From an optimization exercise on the open Yosys and OpenROAD flow, aimed at small area; shortcuts taken in it are not production practice.
RTL that was checked went through simulation tests only; none was proved equivalent to the original.
No functional check of the RTL was part of runs 2 and 3.
Power figures rest on the tool's default switching activity, not on a simulated workload.

==> flow/design.v <==
module segdriver(decimal_in, seg);
	output [6:0] seg;
	input [3:0] decimal_in;
	wire [15:0] m = 16'd1 << decimal_in;
	assign seg[0] = |(m & 16'b0010100000010010);
	assign seg[1] = |(m & 16'b1101100001100000);
	assign seg[2] = |(m & 16'b1101000000000100);
	assign seg[3] = |(m & 16'b1000011010010010);
	assign seg[4] = |(m & 16'b0000001010111010);
	assign seg[5] = |(m & 16'b0010000010001110);
	assign seg[6] = |(m & 16'b0001000010000011);
endmodule
module lcd(CLOCK_50, RESET, KEY0, ASCIIData, writeData,
	LCD_ON, LCD_BLON, LCD_EN, LCD_RS, LCD_DATA, LCD_RW);
input CLOCK_50;
input RESET;
input KEY0;
input [6:0] ASCIIData;
input writeData;
output LCD_ON;
output LCD_BLON;
output LCD_EN;
output LCD_RS;
output LCD_RW;
output [7:0] LCD_DATA;
assign LCD_ON = 1'b1;
assign LCD_BLON = 1'b1;
assign LCD_RW = 1'b0;
localparam COUNT = 2'b00, PEND2 = 2'b01, PARK = 2'b10, PEND1 = 2'b11;
reg [1:0] mode;
reg [19:0] C;
reg [1:0] state;
reg [2:0] idx;
reg hi;
reg [3:0] lo;
reg prevWriteData;
reg [7:0] data;
reg rs;
reg F;       
wire run = mode[1] & ~RESET;
wire cEq1  = C[1] & C[3];
wire cEq21 = ~C[0] & ~C[2];
wire porEnd = (C == 20'hBFFFD);
wire delayEnd = (C == 20'h3242B);
assign LCD_EN = F & ~C[3] & (C[2] | ~C[0]);
assign LCD_RS = rs;
assign LCD_DATA = data;
wire wr = writeData & ~prevWriteData;
wire isChar = (ASCIIData >= 7'h20) && (ASCIIData != 7'h7F);
wire loadInst = (idx != 3'd5);
wire load = wr | loadInst;
wire exit1 = ~F | (cEq1 & (idx != 3'd0));
wire isUp = (ASCIIData == 7'h11);
wire isDown = (ASCIIData == 7'h12);
wire isLeft = (ASCIIData == 7'h13);
wire isRight = (ASCIIData == 7'h14);
wire isEnter = (ASCIIData == 7'h0D);
wire isEsc = (ASCIIData == 7'h1B);
wire isAddr = isUp | isDown | isLeft | isRight | isEnter;
wire incLo = (isChar | isRight) & (lo != 4'hF);
wire decLo = isLeft & (lo != 4'h0);
wire [3:0] newLo = (isEnter | isEsc) ? 4'h0 : incLo ? lo + 4'd1 : decLo ? lo - 4'd1 : lo;
wire newHi = (isDown | isEnter) ? 1'b1 : (isUp | isEsc) ? 1'b0 : hi;
reg [7:0] instData;
always @* begin
	case (idx)
		3'd0: instData = 8'h38;
		3'd1: instData = 8'h0F;
		3'd2: instData = 8'h01;
		3'd3: instData = 8'h06;
		3'd4: instData = 8'h80;
		default: instData = 8'h00;
	endcase
end
wire cZero = RESET |
	(mode == COUNT && porEnd) |
	(mode[1] && ((state == 2'd0 && !load) || (state == 2'd2 && delayEnd) || state == 2'd3));
wire cTwo = (mode == PEND2) | (mode[1] && state == 2'd1 && exit1);
wire cForce = cZero | cTwo;
always @(posedge CLOCK_50) begin
	C <= {~(C[18:0] | {19{cForce}}), ~cZero & (cTwo | ~(C[19] ^ C[16]))};
	if (RESET)
		mode <= COUNT;
	else case (mode)
		COUNT: if (porEnd) mode <= KEY0 ? PARK : PEND1;
		PARK: if (!KEY0) mode <= PEND1;
		PEND1: mode <= PEND2;
		PEND2: mode <= COUNT;
	endcase
end
always @(posedge CLOCK_50) begin
	if (!run) begin
		state <= 2'd0;
		idx <= 3'd0;
		hi <= 1'b0;
		lo <= 4'd0;
		prevWriteData <= 1'b0;
		data <= 8'd0;
		rs <= 1'b0;
		F <= 1'b0;
	end
	else begin
		prevWriteData <= writeData;
		if (F && cEq21)
			F <= 1'b0;
		case (state)
		2'd0: begin
			if (wr) begin
				hi <= newHi;
				lo <= newLo;
				rs <= isChar;
				data <= isChar ? {1'b0, ASCIIData} :
					isAddr ? {1'b1, newHi, 2'b00, newLo} :
					{7'd0, isEsc};
			end
			else if (loadInst) begin
				data <= instData;
				rs <= 1'b0;
			end
			if (load) begin
				state <= 2'd1;
				F <= 1'b1;
			end
		end
		2'd1: if (exit1) state <= 2'd2;
		2'd2: if (delayEnd) state <= 2'd3;
		2'd3: begin
			if (idx != 3'd5) idx <= idx + 3'd1;
			state <= 2'd0;
		end
		endcase
	end
end
endmodule
module ps2(CLOCK_50, RESET, PS2_CLK, PS2_DAT, LCD_ON, LCD_BLON, LCD_EN,
	LCD_RS, LCD_DATA, LCD_RW, HEX0, HEX1, HEX4, HEX5, GPIO_1, LEDR, KEY);
input CLOCK_50, RESET, PS2_CLK, PS2_DAT;
input [1:0] KEY;
output wire [6:0] HEX0;
output wire [6:0] HEX1;
output wire [6:0] HEX4;
output wire [6:0] HEX5;
output [1:0] GPIO_1;
output [1:0] LEDR;
output LCD_ON;
output LCD_BLON;
output LCD_EN;
output LCD_RS;
output LCD_RW;
output [7:0] LCD_DATA;
reg [2:0] ps2ClkSync;
reg [1:0] ps2DatSync;
always @(posedge CLOCK_50) begin
	ps2ClkSync <= {ps2ClkSync[1:0], PS2_CLK};
	ps2DatSync <= {ps2DatSync[0], PS2_DAT};
end
wire ps2ClkRise = ps2ClkSync[1] & ~ps2ClkSync[2];
wire ps2Dat = ps2DatSync[1];
reg [22:0] porLfsr;
reg resetNeg;
reg [7:0] PS2Data;    
reg shiftOn;
reg writeData;
reg [6:0] ASCIIData;
localparam [4:0] RXK = 5'h00;
wire [4:0] rxBits = porLfsr[5:1] ^ RXK;
wire prevF0 = rxBits[4];         
wire [3:0] rxState = rxBits[3:0];  
wire shiftCode = (PS2Data == 8'h12) || (PS2Data == 8'h59);
wire isF0 = (PS2Data == 8'hF0);
wire brk = isF0 | prevF0;
wire [6:0] a;
asciirom rom(.sh(shiftOn), .code(PS2Data), .q(a));
wire idle = (rxState == 4'd0);
wire last = (rxState == 4'd9);
wire startBit = ps2ClkRise & idle & ~ps2Dat;
wire shiftIn = ps2ClkRise & ~idle & ~last;
wire proc = ps2ClkRise & last;
wire key = proc & ~brk & ~shiftCode;
wire [4:0] rxNext = {proc ? isF0 : prevF0,
	proc ? 4'd0 : (startBit | shiftIn) ? rxState + 4'd1 : rxState};
always @(posedge CLOCK_50) begin
	if (RESET) begin
		porLfsr <= 23'd0;
		resetNeg <= 1'b0;
	end
	else begin
		porLfsr <= {~porLfsr[21:5], resetNeg ? rxNext ^ RXK : ~porLfsr[4:0],
			~(porLfsr[22] ^ porLfsr[17])};
		resetNeg <= resetNeg | (porLfsr == 23'h35601F);
	end
end
always @(posedge CLOCK_50) begin
	if (RESET || !resetNeg) begin
		shiftOn <= 1'b0;
		writeData <= 1'b0;
		PS2Data <= 8'd0;
		ASCIIData <= 7'd0;
	end
	else begin
		if (shiftIn)
			PS2Data <= {ps2Dat, PS2Data[7:1]};
		if (proc & shiftCode)
			shiftOn <= ~brk;
		if (startBit)
			writeData <= 1'b0;
		else if (key)
			writeData <= 1'b1;
		if (key)
			ASCIIData <= a;
	end
end
assign GPIO_1[0] = PS2_DAT;
assign GPIO_1[1] = PS2_CLK;
assign LEDR[0] = shiftOn;
assign LEDR[1] = 1'b0;
segdriver make0(PS2Data[3:0], HEX0);
segdriver make1(PS2Data[7:4], HEX1);
segdriver ascii0(ASCIIData[3:0], HEX4);
segdriver ascii1({1'b0, ASCIIData[6:4]}, HEX5);
lcd lcd16x2(.CLOCK_50(CLOCK_50), .RESET(RESET), .KEY0(KEY[0]),
	.ASCIIData(ASCIIData), .writeData(writeData),
	.LCD_ON(LCD_ON), .LCD_BLON(LCD_BLON), .LCD_EN(LCD_EN),
	.LCD_RS(LCD_RS), .LCD_DATA(LCD_DATA), .LCD_RW(LCD_RW));
endmodule
module asciirom(sh, code, q);
input sh;
input [7:0] code;
output [6:0] q;
wire c7=code[7], c6=code[6], c5=code[5], c4=code[4], c3=code[3], c2=code[2], c1=code[1], c0=code[0];
wire q6, q5, q4, q3, q2, q1, q0;
assign q = {q6, q5, q4, q3, q2, q1, q0};
wire n17, n18, n19, n20, n21, n22, n23, n24, n25, n26, n27, n28, n29, n30, n31, n32, n33, n34, n35, n36, n37, n38, n39, n40, n41, n42, n43, n44, n45, n46, n47, n48, n49, n50, n51, n52, n53, n54, n55, n56, n57, n58, n59, n60, n61, n62, n63, n64, n65, n66, n67, n68, n69, n70, n71, n72, n74, n75, n76, n77, n78, n79, n80, n81, n82, n83, n84, n85, n86, n87, n88, n89, n90, n91, n92, n93, n94, n95, n96, n97, n98, n99, n100, n101, n102, n103, n104, n105, n106, n107, n108, n109, n110, n111, n112, n113, n114, n115, n116, n117, n118, n119, n120, n121, n122, n123, n124, n125, n126, n127, n129, n130, n131, n132, n133, n134, n135, n136, n137, n138, n139, n140, n141, n142, n143, n144, n146, n147, n148, n149, n150, n151, n152, n153, n154, n155, n156, n157, n158, n159, n160, n161, n162, n163, n164, n165, n166, n168, n169, n170, n171, n172, n173, n174, n175, n176, n177, n178, n179, n180, n181, n182, n183, n185, n186, n187, n188, n189, n190, n191, n192, n193, n194, n195, n196, n197, n198, n199, n201, n202, n203, n204, n205, n206, n207, n208, n209, n210, n211, n212;
assign n17 = c4 & ~c2;
  assign n18 = ~c3 & c0;
  assign n19 = c3 & ~c0;
  assign n20 = ~n18 & ~n19;
  assign n21 = c2 & ~n20;
  assign n22 = c4 & c2;
  assign n23 = c5 & c4;
  assign n24 = n18 & n23;
  assign n25 = ~n22 & ~n24;
  assign n26 = ~n21 & n25;
  assign n27 = ~c1 & ~n26;
  assign n28 = n17 & n27;
  assign n29 = c6 & ~c5;
  assign n30 = c1 & ~c0;
  assign n31 = c2 & c0;
  assign n32 = ~c3 & ~n31;
  assign n33 = c2 & ~c1;
  assign n34 = ~c2 & c1;
  assign n35 = ~n33 & ~n34;
  assign n36 = ~c4 & ~n35;
  assign n37 = ~n32 & ~n36;
  assign n38 = ~c5 & ~n37;
  assign n39 = n30 & ~n38;
  assign n40 = ~c5 & ~c4;
  assign n41 = sh & n40;
  assign n42 = ~c6 & ~c2;
  assign n43 = c4 & ~c3;
  assign n44 = ~n42 & n43;
  assign n45 = ~n23 & n42;
  assign n46 = ~n44 & ~n45;
  assign n47 = ~n41 & n46;
  assign n48 = n39 & ~n47;
  assign n49 = ~n18 & n33;
  assign n50 = n34 & ~n43;
  assign n51 = ~n49 & ~n50;
  assign n52 = ~n19 & ~n23;
  assign n53 = ~n51 & n52;
  assign n54 = ~n48 & ~n53;
  assign n55 = n29 & ~n54;
  assign n56 = c4 & c1;
  assign n57 = ~sh & n56;
  assign n58 = ~c1 & c0;
  assign n59 = ~c3 & n58;
  assign n60 = ~n30 & ~n59;
  assign n61 = c4 & c0;
  assign n62 = n60 & ~n61;
  assign n63 = c5 & ~n43;
  assign n64 = ~n62 & n63;
  assign n65 = ~n57 & ~n64;
  assign n66 = c2 & ~n65;
  assign n67 = n35 & n60;
  assign n68 = ~c6 & ~n67;
  assign n69 = ~n38 & n68;
  assign n70 = ~n66 & n69;
  assign n71 = ~n55 & ~n70;
  assign n72 = ~n28 & n71;
  assign q6 = ~c7 & ~n72;
  assign n74 = c6 & c4;
  assign n75 = ~sh & ~n74;
  assign n76 = ~n30 & ~n58;
  assign n77 = ~sh & n76;
  assign n78 = n74 & ~n77;
  assign n79 = ~n75 & ~n78;
  assign n80 = ~n71 & n79;
  assign n81 = ~c6 & c2;
  assign n82 = ~c3 & ~n35;
  assign n83 = ~n81 & ~n82;
  assign n84 = c4 & n83;
  assign n85 = ~n33 & n76;
  assign n86 = ~n84 & ~n85;
  assign n87 = n71 & ~n86;
  assign n88 = ~c6 & c5;
  assign n89 = ~n29 & ~n88;
  assign n90 = ~n69 & n89;
  assign n91 = ~n87 & ~n90;
  assign n92 = ~n80 & n91;
  assign n93 = c6 & ~n28;
  assign n94 = c4 & ~c1;
  assign n95 = c2 & ~n94;
  assign n96 = n29 & ~n95;
  assign n97 = c2 & n48;
  assign n98 = ~n96 & ~n97;
  assign n99 = sh & n92;
  assign n100 = ~n38 & ~n99;
  assign n101 = ~n83 & ~n100;
  assign n102 = ~c6 & ~n40;
  assign n103 = ~n43 & ~n102;
  assign n104 = ~c6 & ~c3;
  assign n105 = c5 & ~n104;
  assign n106 = ~c0 & ~n105;
  assign n107 = ~n103 & ~n106;
  assign n108 = n100 & ~n107;
  assign n109 = n33 & ~n108;
  assign n110 = ~n101 & n109;
  assign n111 = ~c4 & n58;
  assign n112 = c3 & c1;
  assign n113 = ~n111 & ~n112;
  assign n114 = ~n110 & n113;
  assign n115 = ~n98 & ~n114;
  assign n116 = c4 & ~n76;
  assign n117 = ~n83 & n116;
  assign n118 = ~n48 & ~n117;
  assign n119 = c2 & ~n76;
  assign n120 = ~n18 & ~n119;
  assign n121 = n86 & n120;
  assign n122 = ~n69 & ~n121;
  assign n123 = ~n118 & n122;
  assign n124 = ~c6 & ~n123;
  assign n125 = ~n115 & n124;
  assign n126 = ~n93 & ~n125;
  assign n127 = ~n92 & ~n126;
  assign q5 = ~c7 & ~n127;
  assign n129 = n99 & n115;
  assign n130 = c5 & n112;
  assign n131 = ~n43 & ~n130;
  assign n132 = c6 & ~n131;
  assign n133 = ~n56 & ~n132;
  assign n134 = ~n28 & ~n53;
  assign n135 = ~n133 & ~n134;
  assign n136 = ~c4 & ~c3;
  assign n137 = n29 & n136;
  assign n138 = ~n102 & ~n137;
  assign n139 = ~sh & n119;
  assign n140 = ~n138 & n139;
  assign n141 = ~n48 & ~n140;
  assign n142 = ~n135 & n141;
  assign n143 = ~n110 & n142;
  assign n144 = ~n129 & n143;
  assign q4 = ~c7 & ~n144;
  assign n146 = ~c6 & ~n66;
  assign n147 = ~n122 & ~n146;
  assign n148 = ~c3 & ~n17;
  assign n149 = n39 & n148;
  assign n150 = ~n147 & n149;
  assign n151 = ~n53 & ~n86;
  assign n152 = c4 & n130;
  assign n153 = ~n24 & ~n152;
  assign n154 = ~n151 & n153;
  assign n155 = n69 & ~n154;
  assign n156 = ~c3 & n33;
  assign n157 = ~n139 & n156;
  assign n158 = ~c2 & ~n82;
  assign n159 = ~c4 & ~n31;
  assign n160 = ~n158 & n159;
  assign n161 = ~n157 & ~n160;
  assign n162 = n29 & ~n161;
  assign n163 = ~n28 & ~n162;
  assign n164 = ~n155 & n163;
  assign n165 = ~n150 & n164;
  assign n166 = ~n115 & n165;
  assign q3 = ~c7 & ~n166;
  assign n168 = n31 & n43;
  assign n169 = n44 & n69;
  assign n170 = ~n112 & ~n156;
  assign n171 = ~n22 & ~n89;
  assign n172 = ~n170 & n171;
  assign n173 = ~n169 & ~n172;
  assign n174 = ~c0 & ~n173;
  assign n175 = ~c4 & n34;
  assign n176 = ~n27 & ~n175;
  assign n177 = n107 & ~n176;
  assign n178 = ~c0 & n57;
  assign n179 = n96 & n178;
  assign n180 = ~n177 & ~n179;
  assign n181 = ~n174 & n180;
  assign n182 = ~n168 & ~n181;
  assign n183 = ~n115 & ~n182;
  assign q2 = ~c7 & ~n183;
  assign n185 = ~n19 & ~n82;
  assign n186 = c4 & n99;
  assign n187 = ~n43 & ~n186;
  assign n188 = ~c0 & ~n187;
  assign n189 = ~n185 & ~n188;
  assign n190 = n69 & ~n189;
  assign n191 = ~c5 & n147;
  assign n192 = ~n190 & ~n191;
  assign n193 = ~n135 & ~n186;
  assign n194 = c4 & c3;
  assign n195 = ~n193 & ~n194;
  assign n196 = ~n48 & ~n195;
  assign n197 = n192 & n196;
  assign n198 = n48 & n53;
  assign n199 = ~c7 & ~n198;
  assign q1 = ~n197 & n199;
  assign n201 = n136 & ~n192;
  assign n202 = ~n174 & ~n201;
  assign n203 = ~n48 & ~n202;
  assign n204 = n81 & n94;
  assign n205 = n100 & n204;
  assign n206 = sh & ~c0;
  assign n207 = n162 & ~n206;
  assign n208 = ~n135 & ~n179;
  assign n209 = ~n207 & n208;
  assign n210 = ~n123 & n209;
  assign n211 = ~n205 & n210;
  assign n212 = ~n203 & n211;
  assign q0 = ~c7 & ~n212;
endmodule
==> flow/flow/run.sh <==
#!/bin/bash
# Standard layout, except:
#  * synthesis is the standard script with a stronger ABC mapping script
#    (flow/map.abc) in place of ORFS's abc_area.script; registers are
#    mapped before ABC runs, so they are the standard synthesis's;
#  * the port buffers are plain buf_1 cells.
set -euo pipefail
here=$(pwd)
sed 's|log_cmd abc {\*}$abc_args|log_cmd abc -script '"$here"'/flow/map.abc {*}[lrange $abc_args 2 end]|' \
	"$FLOW_HOME/scripts/synth.tcl" > flow_synth.tcl
grep -q 'flow/map.abc' flow_synth.tcl
sed "s|source \$::env(SCRIPTS_DIR)/synth.tcl|source $here/flow_synth.tcl|" synth_recipe.tcl > flow_synth_recipe.tcl
grep -q 'flow_synth.tcl' flow_synth_recipe.tcl
export BUFFER_PORTS_ARGS="-buffer_cell sky130_fd_sc_hd__buf_1"
bash standard.sh SYNTH_SCRIPT="$here/flow_synth_recipe.tcl" synth > synth.log 2>&1
bash standard.sh SYNTH_SCRIPT="$here/flow_synth_recipe.tcl" finish > layout.log 2>&1
==> flow/flow/map.abc <==
strash
&get -n
&deepsyn -T 180
&put
dch
map -a
mfs2 -a
strash
dch
map -a
topo
==> flow/standard.sh <==
#!/bin/bash
# synth_recipe.tcl (not shown) runs the flow's synth.tcl, then flattens the netlist and writes it again
# the make line also repeats each setting of config.mk as NAME=value (left out here)
make -C /OpenROAD-flow-scripts/flow DESIGN_CONFIG=/design/flow/config.mk WORK_HOME=/design/flow/orfs CLKGATE_MAP_FILE= SYNTH_SCRIPT=/design/flow/synth_recipe.tcl "${@:-finish}"
==> flow/config.mk <==
export PLATFORM = sky130hd
export DESIGN_NAME = ps2
export DESIGN_NICKNAME = ps2
export VERILOG_FILES = /design/flow/design.v
export SDC_FILE = /design/flow/constraint.sdc
export NUM_CORES = 4
export LEC_CHECK = 0
export ABC_AREA = 1
export CAP_MARGIN = 20
export CORE_MARGIN = 2
export CORE_UTILIZATION = 60
export CTS_BUF_LIST = sky130_fd_sc_hd__clkbuf_8
export SLEW_MARGIN = 20
==> flow/constraint.sdc <==
create_clock -name core_clock -period 20.0 [get_ports {CLOCK_50}]
set_input_delay 4.0000 -clock core_clock [delete_from_list [all_inputs] [get_ports {CLOCK_50}]]
set_output_delay 4.0000 -clock core_clock [all_outputs]
set_load 0.01 [all_outputs]
==> results of run 1 <==
[cells in the final DEF, fill, tap and decap left out, types with 4 or more instances in the layout]
| master | n |
|---|---|
| a211oi_1 | 4 |
| a21oi_1 | 40 |
| a22oi_1 | 6 |
| a31oi_1 | 5 |
| buf_1 | 45 |
| clkbuf_8 | 10 |
| clkinv_1 | 100 |
| conb_1 | 4 |
| dfxtp_1 | 89 |
| ha_1 | 23 |
| nand2_1 | 74 |
| nand3_1 | 14 |
| nand4_1 | 11 |
| nor2_1 | 119 |
| nor3_1 | 23 |
| nor4_1 | 8 |
| o211ai_1 | 6 |
| o21ai_0 | 45 |
| o22ai_1 | 25 |
| xor2_1 | 6 |
[worst max-delay path by stage]
stage	start	end	cells past startpoint	slack (ns)
2_1_floorplan	PS2_DAT	GPIO_1[0]	1	11.88
3_3_place_gp	PS2_DAT	GPIO_1[0]	2	11.76
3_5_place_dp	PS2_CLK	GPIO_1[1]	2	11.77
4_1_cts	PS2_CLK	GPIO_1[1]	2	11.77
5_1_grt	PS2_DAT	GPIO_1[0]	2	11.72
6_report	PS2_CLK	GPIO_1[1]	2	11.77
[stage by stage]
step                      instance area, um2  total power, uW   util
after floorplan                         4550              200      -
after global placement                  4790              202  0.657
after detailed placement                4790              203  0.657
after CTS                               5010              334  0.687
after global routing                    5010              343  0.687
final                                   5010              332  0.687
[final cells by class]
| type | count | area, um2 | area share |
|---|---|---|---|
| Clock buffer | 10 | 138 | 0.0275 |
| Clock inverter | 6 | 83.8 | 0.0167 |
| Inverter | 100 | 375 | 0.0749 |
| Multi-Input combinational cell | 440 | 2340 | 0.467 |
| Sequential cell | 89 | 1780 | 0.356 |
| Tap cell | 99 | 124 | 0.0247 |
| Timing Repair Buffer | 45 | 169 | 0.0337 |
[flip-flops by register name, summed over array words and instances, names as in the netlist, 2 cells and up]
signal         flops
porLfsr           23
lcd16x2.data       8
ps2DatSync         2
lcd16x2.mode       2
ASCIIData          7
PS2Data            8
lcd16x2.state      2
lcd16x2.idx        3
ps2ClkSync         3
lcd16x2.C         20
lcd16x2.lo         4
[metal layers]
metal  global-route usage  up-vias  wire length [um]
li1                     -     2273                 -
met1                0.351     2062              4910
met2                0.485      202              5440
met3               0.0506       33               824
met4                0.104        0               313
met5                    0        -                 0
[kinds of logic (layout without fill, tap and decap cells)]
logic type,count (synthesis),in the layout
mux,1,1
other cells,2,4
buf+inv,107,161
compound gates,154,154
flops,89,89
fa+ha+maj,23,23
simple gates,252,252
xor+xnor,6,6
[power by group through the flow]
| stage | logic, uW | clock network (uW) | registers, uW |
|---|---|---|---|
| floorplan | 8.01 | 0 | 192 |
| global route | 11.7 | 141 | 190 |
| CTS | 9.95 | 135 | 189 |
| finish | 9.90 | 133 | 189 |
| global placement | 9.17 | 0 | 193 |
| detailed placement | 9.72 | 0 | 193 |
==> flow_metrics.env, run 1 <==
export IMPL_synth_mux_area_fraction=0.00220
export IMPL_internal_power_uw=261
export IMPL_cp_arrival_ns=4.23
export IMPL_synth_compound_area_frac=0.204
export IMPL_finalWirelength_mm=11.5
export IMPL_routed_via_density=5.79
export IMPL_p_per_area_nw_per_um2=66.3
export IMPL_grt_usage=0.281
export IMPL_die_area_um2=8280
export IMPL_ctsLongestPathBuffers=2
export IMPL_ys_warn_count=2
export IMPL_netlist_area_leader_share=0.392
export IMPL_rsz0062_at_grt="false"
export IMPL_final_setup_tns_ns=0
export IMPL_grt_antenna_before_repair=0
export IMPL_grt_overflow=0
export IMPL_r2r_slack_ns=15.92
export IMPL_cp_top_family="buffers and inverters"
export IMPL_gp_congestion=0.974
export IMPL_worst_slew_pin_slew_ns=0.899
export IMPL_crit_top_cell="buf_1"
export IMPL_swShare=0.214
export IMPL_required_ns=16.00
export IMPL_syn_area_per_cell_um2=7.16
export IMPL_whs_ns=0.332
export IMPL_start_util=0.623
export IMPL_worstReg2RegStart="PS2Data[4]"
export IMPL_synthAdderAreaFrac=0.0634
export IMPL_io_buffers=45
export IMPL_worstReg2RegEnd="ASCIIData[5]"
export IMPL_ioPinCount=51
export IMPL_synthCells=634
export IMPL_post_route_period_util=0.411
export IMPL_synth_enable_flop_cells=0
export IMPL_yosys_top_cells_area="dfxtp_1, nor2_1, clkinv_1"
export IMPL_synth_cell_area_um2=4540
export IMPL_grt_max_degree=23
export IMPL_core_area_um2=7290
export IMPL_diodes=0
export IMPL_finalMaxSlewViolations=0
export IMPL_clockRootBuffer="clkbuf_8"
export IMPL_cts_setup_buffers=0
export IMPL_dp_hpwl_mm=8.59
export IMPL_h_tree_depth=3
export IMPL_rr_worst_depth=17
export IMPL_synthSimpleGateAreaFrac=0.231
export IMPL_whs_path_depth=0
export IMPL_clk_latency_ns=0.35
export IMPL_fin_nets=714
export IMPL_slew_headroom=0.401
export IMPL_postCtsResizedCells=0
export IMPL_pwr_share_seq=0.571
export IMPL_post_place_ws_ns=11.77
export IMPL_hold_viol_final=0
export IMPL_fin_ws_ns=11.77
export IMPL_cellLeakagePower_uw=0.00189
export IMPL_seq_area_frac_synth=0.392
export IMPL_clk_pin_slew_ns=0.07
export IMPL_clock_sinks=89
export IMPL_synth_xor_area_share=0.0116
export IMPL_syn2layout_area_growth_pct=10.3
export IMPL_synth_ff_type="dfxtp_1"
export IMPL_crit_buf_inv=2
export IMPL_drt_pre_antenna_iters=5
export IMPL_cts_buffers=9
export IMPL_p_clk_frac=0.400
export IMPL_period_minus_slack_ns=8.23
export IMPL_cts_tree="built"
export IMPL_crit_fanout=2
export IMPL_drtAntennaViolNets=0
export IMPL_synth_top_cell_by_area="dfxtp_1"
export IMPL_async_flop_share=0
export IMPL_die_h_um=91.0
export IMPL_synthTopCellsByCount="nor2_1, clkinv_1, dfxtp_1"
export IMPL_cts_hold_buf=0
export IMPL_hold_path_class="reg2reg"
export IMPL_synth_top_family_by_area="simple AND/OR/NAND/NOR gates"
export IMPL_nFillCells=677
export IMPL_irDropWorstVdd_mv=0.0663
export IMPL_cp_end_kind="primary output"
export IMPL_via_count=4570
export IMPL_cpPeakStageDelay_ns=0.15
export IMPL_detail_route_iter0_violations=274
export IMPL_synth_most_common_cell="nor2_1"
export IMPL_setup_viol=0
export IMPL_yosys_register_bits=89
export IMPL_synthDistinctLibCells=33
export IMPL_cpMaxStageDelayCell="buf_1"
export IMPL_max_freq_mhz=122
export IMPL_grt_first_pass_wirelength_mm=19.4
export IMPL_status="complete, no violations"
export IMPL_hold_end="ps2ClkSync[1]"
export IMPL_crit_chain="buf_1, buf_1"
export IMPL_instances_no_fill=789
export IMPL_die_w_um=91.0
export IMPL_max_cap_violations=0
export IMPL_path_class="in2out"
export IMPL_fin_worst_skew_ns=0.00931
export IMPL_hold_path_startpoint="ps2ClkSync[0]"
export IMPL_power_switching_uw=71.1
export IMPL_grt_pass1_vias=4314
export IMPL_p_comb_frac=0.030
export IMPL_cp_start_kind="primary input"
export IMPL_drive_gt1_frac=0.0261
export IMPL_dp_cells=773
export IMPL_drc=0
export IMPL_placementRows=31
export IMPL_post_drt_wl_per_cell_um=14.6
==> inputs of run 2 (changes only) <==
--- a/flow/design.v
+++ b/flow/design.v
@@ -57,9 +57,12 @@
 wire isEnter = (ASCIIData == 7'h0D);
 wire isEsc = (ASCIIData == 7'h1B);
 wire isAddr = isUp | isDown | isLeft | isRight | isEnter;
-wire incLo = (isChar | isRight) & (lo != 4'hF);
-wire decLo = isLeft & (lo != 4'h0);
-wire [3:0] newLo = (isEnter | isEsc) ? 4'h0 : incLo ? lo + 4'd1 : decLo ? lo - 4'd1 : lo;
+wire [3:0] cu = {lo[2] & lo[1] & lo[0], lo[1] & lo[0], lo[0], 1'b1};
+wire [3:0] cd = {~lo[2] & ~lo[1] & ~lo[0], ~lo[1] & ~lo[0], ~lo[0], 1'b1};
+wire incLo = (isChar | isRight) & ~(cu[3] & lo[3]);
+wire decLo = isLeft & ~(cd[3] & ~lo[3]);
+wire [3:0] tgl = ({4{incLo}} & cu) | ({4{decLo}} & cd);
+wire [3:0] newLo = (isEnter | isEsc) ? 4'h0 : lo ^ tgl;
 wire newHi = (isDown | isEnter) ? 1'b1 : (isUp | isEsc) ? 1'b0 : hi;
 reg [7:0] instData;
 always @* begin
==> run 2 against run 1 <==
  * Still clean
  * Global-route usage shrank 0.13 points
  * Clock skew shrank 0.0020 ns
  * Clock-buffer cell count shrank 1
  * Flip-flop and latch count is the same
  * Area after synthesis shrank 0.11%
  * Design area shrank 0.82%
  * Via count shrank 0.46%
  * Die area shrank 0.11%
  * Critical path depth is the same
  * Largest cell class unchanged
  * Largest power group unchanged
==> flow_metrics.env, run 2 <==
export IMPL_yosys_register_bits=89
export IMPL_h_tree_depth=3
export IMPL_grt_antenna_before_repair=0
export IMPL_cts_setup_buffers=0
export IMPL_clockRootBuffer="clkbuf_8"
export IMPL_grt_max_degree=23
export IMPL_synth_mux_area_fraction=0.00221
export IMPL_die_h_um=91.0
export IMPL_crit_top_cell="buf_1"
export IMPL_post_route_period_util=0.413
export IMPL_synth_most_common_cell="nor2_1"
export IMPL_netlist_area_leader_share=0.393
export IMPL_worst_slew_pin_slew_ns=0.859
export IMPL_cts_hold_buf=0
export IMPL_cp_end_kind="primary output"
export IMPL_synth_cell_area_um2=4540
export IMPL_synthCells=643
export IMPL_ioPinCount=51
export IMPL_period_minus_slack_ns=8.25
export IMPL_pwr_share_seq=0.598
export IMPL_final_setup_tns_ns=0
export IMPL_max_cap_violations=0
export IMPL_synth_top_family_by_area="simple AND/OR/NAND/NOR gates"
export IMPL_path_class="in2out"
export IMPL_core_area_um2=7290
export IMPL_grt_pass1_vias=4170
export IMPL_ctsLongestPathBuffers=2
export IMPL_synth_enable_flop_cells=0
export IMPL_clk_pin_slew_ns=0.09
export IMPL_setup_viol=0
export IMPL_seq_area_frac_synth=0.393
export IMPL_cp_top_family="buffers and inverters"
export IMPL_postCtsResizedCells=0
export IMPL_start_util=0.622
export IMPL_synth_ff_type="dfxtp_1"
export IMPL_drt_pre_antenna_iters=6
export IMPL_synthAdderAreaFrac=0.0579
export IMPL_yosys_top_cells_area="dfxtp_1, nor2_1, clkinv_1"
export IMPL_crit_chain="buf_1, buf_1"
export IMPL_p_comb_frac=0.032
export IMPL_cts_buffers=9
export IMPL_dp_cells=782
export IMPL_slew_headroom=0.427
export IMPL_cellLeakagePower_uw=0.00185
export IMPL_detail_route_iter0_violations=253
export IMPL_syn_area_per_cell_um2=7.06
export IMPL_fin_worst_skew_ns=0.00728
export IMPL_dp_hpwl_mm=8.60
export IMPL_cpPeakStageDelay_ns=0.16
export IMPL_p_clk_frac=0.371
export IMPL_final_cell_mix="nor2_1, clkinv_1, dfxtp_1"
export IMPL_regMostFlops="porLfsr"
export IMPL_cpMaxStageDelayCell="buf_1"
export IMPL_p_per_area_nw_per_um2=63.7
export IMPL_swShare=0.256
export IMPL_instances_no_fill=798
export IMPL_largestRegisters="porLfsr (23), lcd16x2.C (20)"
export IMPL_post_drt_wl_per_cell_um=14.3
export IMPL_clock_sinks=89
export IMPL_postLayoutCellArea_um2=4970
export IMPL_irDropWorstVdd_mv=0.0375
export IMPL_die_area_um2=8270
export IMPL_synth_top_cell_by_area="dfxtp_1"
export IMPL_gp_congestion=0.986
export IMPL_async_flop_share=0
export IMPL_synthSimpleGateAreaFrac=0.237
export IMPL_placementRows=31
export IMPL_drc=0
export IMPL_largest_reg_flops=23
export IMPL_diodes=0
export IMPL_cp_arrival_ns=4.25
export IMPL_synth_compound_area_frac=0.200
export IMPL_layout_commonest_cell="nor2_1"
export IMPL_drive_gt1_frac=0.0300
export IMPL_whs_ns=0.339
export IMPL_io_buffers=45
export IMPL_hold_viol_final=0
export IMPL_cp_start_kind="primary input"
export IMPL_nFillCells=674
export IMPL_grt_usage=0.280
export IMPL_finalMaxSlewViolations=0
export IMPL_synthTopCellsByCount="nor2_1, clkinv_1, dfxtp_1"
export IMPL_grt_first_pass_wirelength_mm=19.0
export IMPL_required_ns=16.00
export IMPL_power_switching_uw=81.0
export IMPL_syn2layout_area_growth_pct=9.54
export IMPL_hold_path_class="reg2reg"
export IMPL_status="complete, no violations"
export IMPL_crit_buf_inv=2
export IMPL_synth_xor_area_share=0.00772
export IMPL_drtAntennaViolNets=0
export IMPL_rsz0062_at_grt="false"
export IMPL_ys_warn_count=2
export IMPL_finalWirelength_mm=11.4
export IMPL_internal_power_uw=236
export IMPL_dpl_cell_area_um2=4780
export IMPL_cts_tree="built"
export IMPL_clk_latency_ns=0.36
export IMPL_synthDistinctLibCells=37
export IMPL_fin_nets=721
export IMPL_die_w_um=91.0
export IMPL_max_freq_mhz=121
export IMPL_utilization=0.682
export IMPL_routed_via_density=5.70
export IMPL_crit_fanout=2
export IMPL_grt_overflow=0
export IMPL_via_count=4549
## run 2: worst paths after layout
path                                     from            end  slack (ns)  cells past startpoint
worst max-delay path                  PS2_DAT      GPIO_1[0]       11.75                      2
worst min-delay path            ps2DatSync[0]  ps2DatSync[1]        0.34                      0
worst max register to register     PS2Data[2]   ASCIIData[3]       15.57                     17
worst min register to register  ps2DatSync[0]  ps2DatSync[1]        0.34                      0
## run 2: power by group through the flow
stage / registers (uW) / clock network [uW] / logic (uW)
6_report: 189 / 117 / 9.98
3_3_place_gp: 193 / 0 / 9.36
5_1_grt: 190 / 127 / 11.7
4_1_cts: 189 / 120 / 9.97
3_5_place_dp: 193 / 0 / 9.85
2_1_floorplan: 192 / 0 / 8.12
## run 2: layout make-up
type                    count  area [um2]  area share
clock inverters             7        61.3      0.0123
clock buffers               9         124      0.0249
well taps                  99         124      0.0249
inverters                 108         405      0.0816
repair buffers             45         169      0.0340
flip-flops and latches     89        1780       0.359
multi-input cells         441        2300       0.464
## run 2: per-stage QoR
step	setup slack, ns	total power (uW)
2_1_floorplan	11.88	200
3_3_place_gp	11.76	202
3_5_place_dp	11.75	203
4_1_cts	11.74	319
5_1_grt	11.74	329
6_report	11.75	317
## run 2: cells by family (layout without fill, tap and decap cells)
family,count (synthesis),after routing
other,2,4
AOI/OAI and AO/OA,154,154
buffers and inverters,115,169
and+or+nand+nor,257,257
muxes,1,1
DFF,89,89
adders and majority gates,21,21
xor gates and xnor gates,4,4
## run 2: routing by layer
metal,track usage,routed length [um],share of wire
met5,0,0,0
met4,0.119,293,0.026
met3,0.0456,789,0.069
met2,0.475,5370,0.47
met1,0.353,4990,0.44
==> inputs of run 3 (changes only) <==
--- a/flow/flow/run.sh
+++ b/flow/flow/run.sh
@@ -12,5 +12,6 @@
 sed "s|source \$::env(SCRIPTS_DIR)/synth.tcl|source $here/flow_synth.tcl|" synth_recipe.tcl > flow_synth_recipe.tcl
 grep -q 'flow_synth.tcl' flow_synth_recipe.tcl
 export BUFFER_PORTS_ARGS="-buffer_cell sky130_fd_sc_hd__buf_1"
+export CTS_ARGS="-sink_clustering_enable -repair_clock_nets -buf_list sky130_fd_sc_hd__clkbuf_8 -dont_use_dummy_load"
 bash standard.sh SYNTH_SCRIPT="$here/flow_synth_recipe.tcl" synth > synth.log 2>&1
 bash standard.sh SYNTH_SCRIPT="$here/flow_synth_recipe.tcl" finish > layout.log 2>&1
==> run 3 against run 2 <==
  * Die area unchanged
  * Critical endpoint unchanged
  * Utilization down 0.84 points
  * Combinational power is essentially flat
  * Worst setup slack is essentially flat
  * Via count down 1.1%
  * Hold slack worse by 0.0037 ns
  * Critical path type unchanged
  * Largest cell class unchanged
  * Highest routed layer unchanged
  * Sequential share of layout area up 0.45 points
  * Critical path depth did not move
  * Area after synthesis unchanged
==> flow_metrics.env, run 3 <==
export IMPL_status="complete, no violations"
export IMPL_hold_path_class="reg2reg"
export IMPL_cts_hold_buf=0
export IMPL_die_area_um2=8270
export IMPL_netlist_area_leader_share=0.393
export IMPL_postLayoutCellArea_um2=4910
export IMPL_synth_most_common_cell="nor2_1"
export IMPL_hold_viol_final=0
export IMPL_cp_end_kind="primary output"
export IMPL_detail_route_iter0_violations=225
export IMPL_seq_area_frac_synth=0.393
export IMPL_synthDistinctLibCells=37
export IMPL_via_count=4498
export IMPL_fin_worst_skew_ns=0.0238
export IMPL_syn_area_per_cell_um2=7.06
export IMPL_async_flop_share=0
export IMPL_synth_top_cell_by_area="dfxtp_1"
export IMPL_postCtsResizedCells=0
export IMPL_regMostFlops="porLfsr"
export IMPL_fin_nets=721
export IMPL_hold_end="ps2DatSync[1]"
export IMPL_fin_ws_ns=11.75
export IMPL_placementRows=31
export IMPL_ioPinCount=51
export IMPL_gp_congestion=0.986
export IMPL_crit_top_cell="buf_1"
export IMPL_ctsLongestPathBuffers=2
export IMPL_synth_enable_flop_cells=0
export IMPL_diodes=0
export IMPL_finalWirelength_mm=11.4
export IMPL_irDropWorstVdd_mv=0.0538
export IMPL_die_h_um=91.0
export IMPL_worstReg2RegStart="PS2Data[2]"
export IMPL_largestRegisters="porLfsr (23), lcd16x2.C (20)"
export IMPL_core_area_um2=7290
export IMPL_grt_overflow=0
export IMPL_layout_commonest_cell="nor2_1"
export IMPL_cts_buffers=9
export IMPL_io_buffers=45
export IMPL_clockRootBuffer="clkbuf_8"
export IMPL_dp_hpwl_mm=8.60
export IMPL_cp_start_kind="primary input"
export IMPL_grt_usage=0.279
export IMPL_grt_pass1_vias=4206
export IMPL_rsz0062_at_grt="false"
export IMPL_clk_latency_ns=0.35
export IMPL_worstReg2RegEnd="ASCIIData[3]"
export IMPL_start_util=0.622
export IMPL_cp_arrival_ns=4.25
export IMPL_ys_warn_count=2
export IMPL_cpMaxStageDelayCell="buf_1"
export IMPL_drive_gt1_frac=0.0202
export IMPL_synth_ff_type="dfxtp_1"
export IMPL_p_per_area_nw_per_um2=59.7
export IMPL_cts_tree="built"
export IMPL_period_minus_slack_ns=8.25
export IMPL_drt_pre_antenna_iters=5
export IMPL_path_class="in2out"
export IMPL_synthTopCellsByCount="nor2_1, clkinv_1, dfxtp_1"
export IMPL_cp_top_family="buffers and inverters"
export IMPL_dpl_cell_area_um2=4780
export IMPL_finalMaxSlewViolations=0
export IMPL_yosys_register_bits=89
export IMPL_crit_fanout=2
export IMPL_crit_chain="buf_1, buf_1"
export IMPL_yosys_top_cells_area="dfxtp_1, nor2_1, clkinv_1"
export IMPL_max_freq_mhz=121
export IMPL_cts_setup_buffers=0
export IMPL_die_w_um=91.0
export IMPL_final_cell_mix="nor2_1, clkinv_1, dfxtp_1"
export IMPL_cpPeakStageDelay_ns=0.16
export IMPL_max_cap_violations=0
export IMPL_clk_pin_slew_ns=0.07
export IMPL_final_setup_tns_ns=0
export IMPL_grt_first_pass_wirelength_mm=19.0
export IMPL_post_place_ws_ns=11.75
export IMPL_rr_worst_depth=17
export IMPL_post_drt_wl_per_cell_um=14.4
export IMPL_drc=0
export IMPL_syn2layout_area_growth_pct=8.19
export IMPL_crit_buf_inv=2
export IMPL_required_ns=16.00
export IMPL_routed_via_density=5.69
export IMPL_whs_path_depth=0
export IMPL_cellLeakagePower_uw=0.00182
export IMPL_slew_headroom=0.423
export IMPL_hold_path_startpoint="ps2DatSync[0]"
export IMPL_worst_slew_pin_slew_ns=0.865
export IMPL_r2r_slack_ns=15.49
export IMPL_grt_antenna_before_repair=0
export IMPL_whs_ns=0.335
export IMPL_h_tree_depth=3
export IMPL_clock_sinks=89
export IMPL_synth_cell_area_um2=4540
export IMPL_grt_max_degree=23
export IMPL_post_route_period_util=0.413
export IMPL_setup_viol=0
export IMPL_drtAntennaViolNets=0
export IMPL_synthCells=643
export IMPL_largest_reg_flops=23
==> run 3: cells by family (layout without fill, tap and decap cells) <==
group | Yosys count | after routing | share of synthesized area
DFF | 89 | 89 | 0.393
other | 2 | 4 | 0.00166
buffers and inverters | 115 | 162 | 0.101
muxes | 1 | 1 | 0.00221
adders and majority gates | 21 | 21 | 0.0579
and+or+nand+nor | 257 | 257 | 0.237
xor gates and xnor gates | 4 | 4 | 0.00772
AOI/OAI and AO/OA | 154 | 154 | 0.200
==> run 3: power by group <==
| group | switching, uW | total, uW | internal [uW] | leakage [uW] |
|---|---|---|---|---|
| clock | 53.1 | 93.5 | 40.4 | 0.0000647 |
| combinational | 6.33 | 10.1 | 3.74 | 0.00103 |
| sequential | 5.05 | 189 | 184 | 0.000733 |
| total | 64.5 | 293 | 228 | 0.00182 |
==> run 3: layout make-up <==
cell class                 count  area (um2)
fill                         686        2380
multi-input combinational    441        2300
sequential                    89        1780
inverter                     108         405
timing repair buffer          45         169
clock buffer                   9         124
tap                           99         124
==> run 3: metrics by stage <==
step | util | power [uW] | cells
detailed placement | 0.656 | 203 | 782
floorplan | - | 200 | 645
global placement | 0.656 | 202 | 782
global route | 0.673 | 305 | 791
CTS | 0.673 | 296 | 791
finish | 0.673 | 293 | 791
==> run 3: worst max-delay path by stage <==
stage            start   endpoint  slack, ns  cells past startpoint
2_1_floorplan  PS2_DAT  GPIO_1[0]      11.88                      1
3_3_place_gp   PS2_DAT  GPIO_1[0]      11.76                      2
6_report       PS2_DAT  GPIO_1[0]      11.75                      2
5_1_grt        PS2_DAT  GPIO_1[0]      11.74                      2
4_1_cts        PS2_DAT  GPIO_1[0]      11.74                      2
3_5_place_dp   PS2_DAT  GPIO_1[0]      11.75                      2
==> run 3: worst reg2reg max path, stage by stage (launching register included) <==
cell,delay (ns)
dfxtp_1,0.70
clkinv_1,0.53
nor2_1,0.27
clkinv_1,0.15
a32oi_1,0.21
clkinv_1,0.15
a211oi_1,0.66
nand2_1,0.12
nand2_1,0.14
o221ai_1,0.20
nor2_1,0.24
nor2_1,0.10
o21ai_0,0.29
o211ai_1,0.15
nand2_1,0.14
o31ai_1,0.09
nor3_1,0.18
o22ai_1,0.10
==> run 3: metal layers <==
layer / up-vias / track usage / part of all wire
li1: 2257 / - / -
met1: 2019 / 0.346 / 0.43
met2: 187 / 0.473 / 0.47
met3: 35 / 0.0564 / 0.070
met4: 0 / 0.117 / 0.027
met5: - / 0 / 0
==> inputs of run 4 (changes only) <==
--- a/flow/design.v
+++ b/flow/design.v
@@ -57,12 +57,9 @@
 wire isEnter = (ASCIIData == 7'h0D);
 wire isEsc = (ASCIIData == 7'h1B);
 wire isAddr = isUp | isDown | isLeft | isRight | isEnter;
-wire [3:0] cu = {lo[2] & lo[1] & lo[0], lo[1] & lo[0], lo[0], 1'b1};
-wire [3:0] cd = {~lo[2] & ~lo[1] & ~lo[0], ~lo[1] & ~lo[0], ~lo[0], 1'b1};
-wire incLo = (isChar | isRight) & ~(cu[3] & lo[3]);
-wire decLo = isLeft & ~(cd[3] & ~lo[3]);
-wire [3:0] tgl = ({4{incLo}} & cu) | ({4{decLo}} & cd);
-wire [3:0] newLo = (isEnter | isEsc) ? 4'h0 : lo ^ tgl;
+wire incLo = (isChar | isRight) & (lo != 4'hF);
+wire decLo = isLeft & (lo != 4'h0);
+wire [3:0] newLo = (isEnter | isEsc) ? 4'h0 : incLo ? lo + 4'd1 : decLo ? lo - 4'd1 : lo;
 wire newHi = (isDown | isEnter) ? 1'b1 : (isUp | isEsc) ? 1'b0 : hi;
 reg [7:0] instData;
 always @* begin
==> flow/flow/run.sh (replaced) <==
#!/bin/bash
# Standard layout, with plain buf_1 cells as the port buffers.
set -euo pipefail
export BUFFER_PORTS_ARGS="-buffer_cell sky130_fd_sc_hd__buf_1"
bash standard.sh finish > layout.log 2>&1
removed: flow/flow/map.abc
==> run 4 against run 3 <==
  * Register-to-register slack gained 1.5 ns
  * Power grew 7.3%
  * Die area grew 8.9%
  * Wire length grew 4.4%
  * Critical endpoint is now GPIO_1[1]
==> flow_metrics.env, run 4 <==
export IMPL_status="complete, no violations"
export IMPL_syn2layout_area_growth_pct=7.54
export IMPL_slew_headroom=0.400
export IMPL_async_flop_share=0
export IMPL_hold_path_class="reg2reg"
export IMPL_dp_hpwl_mm=8.93
export IMPL_routed_via_density=5.64
export IMPL_cts_buffers=9
export IMPL_utilization=0.656
export IMPL_fin_ws_ns=11.76
export IMPL_irDropWorstVdd_mv=0.0673
export IMPL_synth_cell_area_um2=4960
export IMPL_diodes=0
export IMPL_gp_congestion=0.990
export IMPL_synth_most_common_cell="nand2_1"
export IMPL_grt_max_degree=27
export IMPL_grt_antenna_before_repair=0
export IMPL_grt_overflow=0
export IMPL_ioPinCount=51
export IMPL_cts_setup_buffers=0
export IMPL_ys_warn_count=2
export IMPL_die_w_um=94.9
export IMPL_post_place_ws_ns=11.76
export IMPL_seq_area_frac_synth=0.359
export IMPL_regMostFlops="porLfsr"
export IMPL_crit_buf_inv=2
export IMPL_required_ns=16.00
export IMPL_path_class="in2out"
export IMPL_dp_cells=856
export IMPL_netlist_area_leader_share=0.359
export IMPL_die_area_um2=9010
export IMPL_setup_viol=0
export IMPL_drtAntennaViolNets=0
export IMPL_met2_usage=0.445
export IMPL_p_per_area_nw_per_um2=58.9
export IMPL_instances_no_fill=872
export IMPL_drc=0
export IMPL_fin_nets=791
export IMPL_synth_enable_flop_cells=0
export IMPL_drt_pre_antenna_iters=5
export IMPL_top_usage_layer="met2"
export IMPL_syn_area_per_cell_um2=6.81
export IMPL_crit_chain="buf_1, buf_1"
export IMPL_period_minus_slack_ns=8.24
export IMPL_post_route_period_util=0.412
export IMPL_cp_top_family="buffers and inverters"
export IMPL_ctsLongestPathBuffers=2
export IMPL_grt_pass1_vias=4405
export IMPL_synth_ff_type="dfxtp_1"
export IMPL_fin_worst_skew_ns=0.0106
export IMPL_grt_first_pass_wirelength_mm=19.8
export IMPL_cpMaxStageDelayCell="buf_1"
export IMPL_cts_tree="built"
export IMPL_max_freq_mhz=121
export IMPL_max_cap_violations=0
export IMPL_yosys_register_bits=89
export IMPL_clk_latency_ns=0.36
export IMPL_final_setup_tns_ns=0
export IMPL_via_count=4922
export IMPL_cellLeakagePower_uw=0.00226
export IMPL_cp_start_kind="primary input"
export IMPL_whs_ns=0.329
export IMPL_crit_top_cell="buf_1"
export IMPL_grtUsageMet1=0.369
export IMPL_finalWirelength_mm=11.9
export IMPL_h_tree_depth=3
export IMPL_synth_top_cell_by_area="dfxtp_1"
export IMPL_worst_slew_pin_slew_ns=0.897
export IMPL_cp_end_kind="primary output"
export IMPL_cpPeakStageDelay_ns=0.15
export IMPL_placementRows=33
export IMPL_synthTopCellsByCount="nand2_1, nor2_1, inv_1"
export IMPL_synthDistinctLibCells=49
export IMPL_crit_fanout=2
export IMPL_detail_route_iter0_violations=403
export IMPL_finalMaxSlewViolations=0
export IMPL_cp_arrival_ns=4.24
export IMPL_hold_viol_final=0
export IMPL_r2r_slack_ns=17.04
export IMPL_core_area_um2=8130
export IMPL_clk_pin_slew_ns=0.09
export IMPL_drive_gt1_frac=0.0561
export IMPL_gr_usage_met3=0.0519
export IMPL_grt_usage=0.274
export IMPL_start_util=0.610
export IMPL_clockRootBuffer="clkbuf_8"
export IMPL_rsz0062_at_grt="false"
export IMPL_layout_commonest_cell="nand2_1"
export IMPL_postCtsResizedCells=0
export IMPL_post_drt_wl_per_cell_um=13.6
export IMPL_die_h_um=94.9
export IMPL_clock_sinks=89
export IMPL_yosys_top_cells_area="dfxtp_1, nand2_1, nor2_1"
export IMPL_cts_hold_buf=0
export IMPL_final_cell_mix="nand2_1, nor2_1, inv_1"
export IMPL_largestRegisters="porLfsr (23), lcd16x2.C (20)"
export IMPL_synthCells=728
export IMPL_io_buffers=45
export IMPL_largest_reg_flops=23
## run 4: cell count changes in the layout (fill, tap and decap cells not counted), sizes merged, moves of 14 or more
cell / change
clkinv: -105
nand3: +23
inv: +105
nor2: -14
nand2: +60
o22ai: -21
## run 4: worst paths after layout
check / startpoint / endpoint / cells after the start
setup reg to reg: PS2Data[3] / ASCIIData[0] / 23
hold reg to reg: ps2DatSync[0] / ps2DatSync[1] / 0
hold / removal: ps2DatSync[0] / ps2DatSync[1] / 0
setup / recovery: PS2_CLK / GPIO_1[1] / 2
## run 4: final cells by class
type                    instances  area, um2
well taps                     105        131
flip-flops and latches         89       1780
clock buffers                   9        124
repair buffers                 47        184
multi-input cells             513       2670
clock inverters                 7       58.8
inverters                     102        383
fillers                       745       2800
## run 4: kinds of logic (layout without fill, tap and decap cells)
logic type	count (synthesis)	in the layout	share of synthesized area
xor gates and xnor gates	3	3	0.00530
DFF	89	89	0.359
adders and majority gates	23	23	0.0580
buffers and inverters	128	165	0.104
AOI/OAI and AO/OA	159	159	0.188
and+or+nand+nor	324	324	0.285
other	2	4	0.00151
## run 4: power breakdown
part | leakage [uW] | switching (uW) | internal [uW]
Combinational | 0.00143 | 6.89 | 4.41
Clock | 0.0000925 | 67.0 | 47.3
Sequential | 0.000733 | 4.57 | 184
## run 4: through the flow
| step | power (uW) | area (um2) |
|---|---|---|
| after floorplan | 201 | 4970 |
| after global placement | 203 | 5150 |
| after detailed placement | 204 | 5150 |
| after CTS | 317 | 5340 |
| after global routing | 327 | 5340 |
| final | 314 | 5340 |
## run 4: routing by layer
metal,vias up,part of all wire
met2,175,0.47
li1,2471,-
met5,-,0
met3,16,0.072
met1,2260,0.45
met4,0,0.013
==> inputs of run 5 (changes only) <==
--- a/flow/design.v
+++ b/flow/design.v
@@ -57,9 +57,12 @@
 wire isEnter = (ASCIIData == 7'h0D);
 wire isEsc = (ASCIIData == 7'h1B);
 wire isAddr = isUp | isDown | isLeft | isRight | isEnter;
-wire incLo = (isChar | isRight) & (lo != 4'hF);
-wire decLo = isLeft & (lo != 4'h0);
-wire [3:0] newLo = (isEnter | isEsc) ? 4'h0 : incLo ? lo + 4'd1 : decLo ? lo - 4'd1 : lo;
+wire [3:0] cu = {lo[2] & lo[1] & lo[0], lo[1] & lo[0], lo[0], 1'b1};
+wire [3:0] cd = {~lo[2] & ~lo[1] & ~lo[0], ~lo[1] & ~lo[0], ~lo[0], 1'b1};
+wire incLo = (isChar | isRight) & ~(cu[3] & lo[3]);
+wire decLo = isLeft & ~(cd[3] & ~lo[3]);
+wire [3:0] tgl = ({4{incLo}} & cu) | ({4{decLo}} & cd);
+wire [3:0] newLo = (isEnter | isEsc) ? 4'h0 : lo ^ tgl;
 wire newHi = (isDown | isEnter) ? 1'b1 : (isUp | isEsc) ? 1'b0 : hi;
 reg [7:0] instData;
 always @* begin
@@ -158,14 +161,14 @@
 wire ps2Dat = ps2DatSync[1];
 reg [22:0] porLfsr;
 reg resetNeg;
-reg [7:0] PS2Data;    
-reg shiftOn;
-reg writeData;
-reg [6:0] ASCIIData;
-localparam [4:0] RXK = 5'h00;
-wire [4:0] rxBits = porLfsr[5:1] ^ RXK;
-wire prevF0 = rxBits[4];         
-wire [3:0] rxState = rxBits[3:0];  
+wire [21:0] rx = porLfsr[22:1];
+wire porEnd = (porLfsr == 23'h35601F);
+wire writeData = rx[21];
+wire shiftOn = rx[20];
+wire [6:0] ASCIIData = rx[19:13];
+wire [7:0] PS2Data = rx[12:5];    
+wire prevF0 = rx[4];              
+wire [3:0] rxState = rx[3:0];     
 wire shiftCode = (PS2Data == 8'h12) || (PS2Data == 8'h59);
 wire isF0 = (PS2Data == 8'hF0);
 wire brk = isF0 | prevF0;
@@ -177,7 +180,12 @@
 wire shiftIn = ps2ClkRise & ~idle & ~last;
 wire proc = ps2ClkRise & last;
 wire key = proc & ~brk & ~shiftCode;
-wire [4:0] rxNext = {proc ? isF0 : prevF0,
+wire [21:0] rxNext = {
+	startBit ? 1'b0 : key ? 1'b1 : writeData,
+	(proc & shiftCode) ? ~brk : shiftOn,
+	key ? a : ASCIIData,
+	shiftIn ? {ps2Dat, PS2Data[7:1]} : PS2Data,
+	proc ? isF0 : prevF0,
 	proc ? 4'd0 : (startBit | shiftIn) ? rxState + 4'd1 : rxState};
 always @(posedge CLOCK_50) begin
 	if (RESET) begin
@@ -185,41 +193,23 @@
 		resetNeg <= 1'b0;
 	end
 	else begin
-		porLfsr <= {~porLfsr[21:5], resetNeg ? rxNext ^ RXK : ~porLfsr[4:0],
+		porLfsr <= {resetNeg ? rxNext : porEnd ? 22'd0 : ~porLfsr[21:0],
 			~(porLfsr[22] ^ porLfsr[17])};
-		resetNeg <= resetNeg | (porLfsr == 23'h35601F);
-	end
-end
-always @(posedge CLOCK_50) begin
-	if (RESET || !resetNeg) begin
-		shiftOn <= 1'b0;
-		writeData <= 1'b0;
-		PS2Data <= 8'd0;
-		ASCIIData <= 7'd0;
-	end
-	else begin
-		if (shiftIn)
-			PS2Data <= {ps2Dat, PS2Data[7:1]};
-		if (proc & shiftCode)
-			shiftOn <= ~brk;
-		if (startBit)
-			writeData <= 1'b0;
-		else if (key)
-			writeData <= 1'b1;
-		if (key)
-			ASCIIData <= a;
+		resetNeg <= resetNeg | porEnd;
 	end
 end
+wire [7:0] PS2DataOut = PS2Data & {8{resetNeg}};
+wire [6:0] ASCIIDataOut = ASCIIData & {7{resetNeg}};
 assign GPIO_1[0] = PS2_DAT;
 assign GPIO_1[1] = PS2_CLK;
-assign LEDR[0] = shiftOn;
+assign LEDR[0] = shiftOn & resetNeg;
 assign LEDR[1] = 1'b0;
-segdriver make0(PS2Data[3:0], HEX0);
-segdriver make1(PS2Data[7:4], HEX1);
-segdriver ascii0(ASCIIData[3:0], HEX4);
-segdriver ascii1({1'b0, ASCIIData[6:4]}, HEX5);
+segdriver make0(PS2DataOut[3:0], HEX0);
+segdriver make1(PS2DataOut[7:4], HEX1);
+segdriver ascii0(ASCIIDataOut[3:0], HEX4);
+segdriver ascii1({1'b0, ASCIIDataOut[6:4]}, HEX5);
 lcd lcd16x2(.CLOCK_50(CLOCK_50), .RESET(RESET), .KEY0(KEY[0]),
-	.ASCIIData(ASCIIData), .writeData(writeData),
+	.ASCIIData(ASCIIData), .writeData(writeData & resetNeg),
 	.LCD_ON(LCD_ON), .LCD_BLON(LCD_BLON), .LCD_EN(LCD_EN),
 	.LCD_RS(LCD_RS), .LCD_DATA(LCD_DATA), .LCD_RW(LCD_RW));
 endmodule
==> flow/flow/run.sh (replaced) <==
#!/bin/bash
# Standard layout, except:
#  * synthesis is the standard script with a stronger ABC mapping script
#    (flow/map.abc) in place of ORFS's abc_area.script; registers are
#    mapped before ABC runs, so they are the standard synthesis's;
#  * the port buffers are plain buf_1 cells;
#  * clock tree synthesis uses clkbuf_8 cells and no dummy loads.
set -euo pipefail
here=$(pwd)
sed 's|log_cmd abc {\*}$abc_args|log_cmd abc -script '"$here"'/flow/map.abc {*}[lrange $abc_args 2 end]|' \
	"$FLOW_HOME/scripts/synth.tcl" > flow_synth.tcl
grep -q 'flow/map.abc' flow_synth.tcl
sed "s|source \$::env(SCRIPTS_DIR)/synth.tcl|source $here/flow_synth.tcl|" synth_recipe.tcl > flow_synth_recipe.tcl
grep -q 'flow_synth.tcl' flow_synth_recipe.tcl
export BUFFER_PORTS_ARGS="-buffer_cell sky130_fd_sc_hd__buf_1"
export CTS_ARGS="-sink_clustering_enable -repair_clock_nets -buf_list sky130_fd_sc_hd__clkbuf_8 -dont_use_dummy_load"
bash standard.sh SYNTH_SCRIPT="$here/flow_synth_recipe.tcl" synth > synth.log 2>&1
bash standard.sh SYNTH_SCRIPT="$here/flow_synth_recipe.tcl" finish > layout.log 2>&1
==> flow/flow/map.abc (new file) <==
strash
&get -n
&deepsyn -T 180
&put
dch
map -a
mfs2 -a
strash
dch
map -a
topo
--- a/flow/config.mk
+++ b/flow/config.mk
@@ -8,6 +8,5 @@
 export ABC_AREA = 1
 export CAP_MARGIN = 20
 export CORE_MARGIN = 2
-export CORE_UTILIZATION = 60
-export CTS_BUF_LIST = sky130_fd_sc_hd__clkbuf_8
+export CORE_UTILIZATION = 75
 export SLEW_MARGIN = 20
==> run 5 against run 4 <==
  * Still clean
  * Via count rose by 1.3%
  * Final cell count shrank 13%
  * Clock power down 24%
  * Synthesized cell count is 12% lower
  * Flip-flop and latch count down 17
  * Clock skew increased by 0.023 ns
  * Global-route usage increased by 12 points
  * Combinational power grew to 4.4 times the previous value
  * Critical path type unchanged
  * Largest power group unchanged
==> flow_metrics.env, run 5 <==
export IMPL_ys_warn_count=2
export IMPL_netlist_area_leader_share=0.337
export IMPL_irDropWorstVdd_mv=0.0819
export IMPL_detail_route_iter0_violations=910
export IMPL_grt_first_pass_wirelength_mm=19.8
export IMPL_die_area_um2=6320
export IMPL_cts_setup_buffers=0
export IMPL_rsz0062_at_grt="false"
export IMPL_yosys_top_cells_area="dfxtp_1, nor2_1, clkinv_1"
export IMPL_pwr_share_seq=0.542
export IMPL_drtAntennaViolNets=0
export IMPL_path_class="in2out"
export IMPL_clk_latency_ns=0.36
export IMPL_cp_end_kind="primary output"
export IMPL_grt_overflow=0
export IMPL_placementRows=27
export IMPL_final_cell_mix="nor2_1, clkinv_1, nand2_1"
export IMPL_cp_arrival_ns=4.23
export IMPL_via_count=4985
export IMPL_required_ns=16.00
export IMPL_cts_buffers=9
export IMPL_post_drt_wl_per_cell_um=16.2
export IMPL_synthCells=640
export IMPL_postLayoutCellArea_um2=4630
export IMPL_worstReg2RegEnd="porLfsr[18]"
export IMPL_yosys_register_bits=72
export IMPL_start_util=0.777
export IMPL_finalWirelength_mm=12.4
export IMPL_post_route_period_util=0.411
export IMPL_grt_max_degree=22
export IMPL_layout_commonest_cell="nor2_1"
export IMPL_status="complete, no violations"
export IMPL_clockRootBuffer="clkbuf_8"
export IMPL_gp_congestion=1.16
export IMPL_finalMaxSlewViolations=0
export IMPL_hold_path_class="reg2reg"
export IMPL_drc=0
export IMPL_p_per_area_nw_per_um2=64.3
export IMPL_synth_top_cell_by_area="dfxtp_1"
export IMPL_hold_path_startpoint="ps2DatSync[0]"
export IMPL_slew_headroom=0.498
export IMPL_p_clk_frac=0.290
export IMPL_seqCellArea_um2=1440
export IMPL_ctsLongestPathBuffers=2
export IMPL_whs_path_depth=0
export IMPL_core_area_um2=5510
export IMPL_h_tree_depth=3
export IMPL_synth_enable_flop_cells=0
export IMPL_crit_chain="buf_1, buf_1"
export IMPL_synthDistinctLibCells=37
export IMPL_r2r_slack_ns=15.08
export IMPL_synth_ff_type="dfxtp_1"
export IMPL_cp_top_family="buffers and inverters"
export IMPL_p_comb_frac=0.167
export IMPL_crit_fanout=2
export IMPL_cts_tree="built"
export IMPL_die_w_um=79.5
export IMPL_rr_worst_depth=20
export IMPL_largest_reg_flops=23
export IMPL_regMostFlops="porLfsr"
export IMPL_crit_buf_inv=2
export IMPL_async_flop_share=0
export IMPL_hold_viol_final=0
export IMPL_setup_viol=0
export IMPL_fin_nets=719
export IMPL_cp_start_kind="primary input"
export IMPL_fin_worst_skew_ns=0.0338
export IMPL_routed_via_density=6.53
export IMPL_drive_gt1_frac=0.0188
export IMPL_syn2layout_area_growth_pct=8.25
export IMPL_seq_area_frac_synth=0.337
export IMPL_crit_top_cell="buf_1"
export IMPL_largestRegisters="porLfsr (23), lcd16x2.C (20), lcd16x2.data (8)"
export IMPL_io_buffers=45
export IMPL_multi_input_area_um2=2450
export IMPL_postCtsResizedCells=0
export IMPL_swShare=0.308
export IMPL_grt_usage=0.392
export IMPL_die_h_um=79.5
export IMPL_drt_pre_antenna_iters=12
export IMPL_ioPinCount=51
export IMPL_worst_slew_pin_slew_ns=0.749
export IMPL_cpPeakStageDelay_ns=0.15
export IMPL_hold_end="ps2DatSync[1]"
export IMPL_diodes=0
export IMPL_dp_hpwl_mm=8.84
export IMPL_dpl_cell_area_um2=4510
export IMPL_final_setup_tns_ns=0
export IMPL_max_cap_violations=0
export IMPL_synth_most_common_cell="nor2_1"
export IMPL_clock_sinks=72
export IMPL_max_freq_mhz=122
export IMPL_cts_hold_buf=0
export IMPL_power_switching_uw=91.6
export IMPL_cellLeakagePower_uw=0.00169
export IMPL_internal_power_uw=206
export IMPL_synthTopCellsByCount="nor2_1, clkinv_1, nand2_1"
export IMPL_synth_cell_area_um2=4280
export IMPL_cpMaxStageDelayCell="buf_1"
export IMPL_nFillCells=375
export IMPL_grt_pass1_vias=4454
export IMPL_period_minus_slack_ns=8.23
export IMPL_clk_pin_slew_ns=0.07
export IMPL_grt_antenna_before_repair=0
export IMPL_worstReg2RegStart="porLfsr[10]"
export IMPL_syn_area_per_cell_um2=6.68
==> run 5: worst max path at each step <==
stage / from / end / slack [ns] / depth (start not counted)
after floorplan: PS2_DAT / GPIO_1[0] / 11.88 / 1
after global placement: PS2_DAT / GPIO_1[0] / 11.77 / 2
after detailed placement: PS2_DAT / GPIO_1[0] / 11.77 / 2
after CTS: PS2_DAT / GPIO_1[0] / 11.77 / 2
after global routing: PS2_CLK / GPIO_1[1] / 11.74 / 2
final: PS2_DAT / GPIO_1[0] / 11.77 / 2
==> run 5: metrics by stage <==
step           std cells  hold slack (ns)  power, uW  setup slack [ns]  utilization
6_report             763            0.337        298             11.77        0.841
3_5_place_dp         754            0.324        210             11.77        0.818
4_1_cts              763            0.340        293             11.77        0.841
2_1_floorplan        642            0.310        197             11.88            -
3_3_place_gp         753            0.317        208             11.77        0.817
5_1_grt              763            0.350        307             11.74        0.841
==> run 5: kinds of logic after synthesis <==
| kind of cell | count (synthesis) | share of synthesized area |
|---|---|---|
| buffers and inverters | 98 | 0.0913 |
| DFF | 72 | 0.337 |
| other | 2 | 0.00176 |
| AOI/OAI and AO/OA | 176 | 0.245 |
| and+or+nand+nor | 270 | 0.263 |
| xor gates and xnor gates | 2 | 0.00410 |
| adders and majority gates | 20 | 0.0585 |
==> run 5: cell type report <==
class	count	area share
multi-input cells	472	0.530
flip-flops and latches	72	0.311
inverters	92	0.0746
repair buffers	46	0.0381
clock buffers	9	0.0267
well taps	72	0.0195
==> run 5: layer usage <==
layer,routed length (um),share of wire,up-vias,global-route usage
met5,0,0,-,0
met4,402,0.032,0,0.167
met3,1520,0.12,78,0.0973
met2,5560,0.45,405,0.630
met1,4900,0.40,2198,0.500
li1,-,-,2304,-
==> run 5: power groups by stage <==
stage               combinational [uW]  clock, uW  sequential, uW
finish                            49.8       86.5             161
global route                      54.3       90.6             162
CTS                               47.1       85.3             161
detailed placement                46.6          0             164
global placement                  44.3          0             163
floorplan                         36.8          0             161

## re-timing with driven ports
In the flow no input, the clock included, has a driving cell. The finished layouts below were timed again as built, in two steps. Step 1 assumes that a clkbuf_16 drives the clock port and a buf_2 every other input. Step 2 adds t to the input delays and takes it off the output delays; t is the mean of the earliest and latest rising clock arrival at the registers after step 1. Input paths then give back, and output paths get back, about the clock's delay inside the block. a / b / c = ideal ports / drivers / drivers and shift; a / b = the first two.
run | shift t [ns] | setup slack, ns | latest minus earliest clock arrival (ns) | worst register clock-pin slew, ns
run 1 | 0.377 | 11.771 / 11.749 / 11.749 | 0.009 / 0.009 | 0.09 / 0.09
run 2 | 0.391 | 11.747 / 11.722 / 11.722 | 0.007 / 0.007 | 0.09 / 0.09
run 3 | 0.370 | 11.747 / 11.722 / 11.722 | 0.026 / 0.026 | 0.09 / 0.09
run 4 | 0.382 | 11.762 / 11.736 / 11.736 | 0.011 / 0.010 | 0.09 / 0.09
run 5 | 0.376 | 11.773 / 11.749 / 11.749 | 0.034 / 0.034 | 0.09 / 0.09
After both steps every run listed still meets setup and hold. For run 4, which loses most, drivers alone change the setup slack by -0.026 ns; drivers and shift together by -0.026 ns.
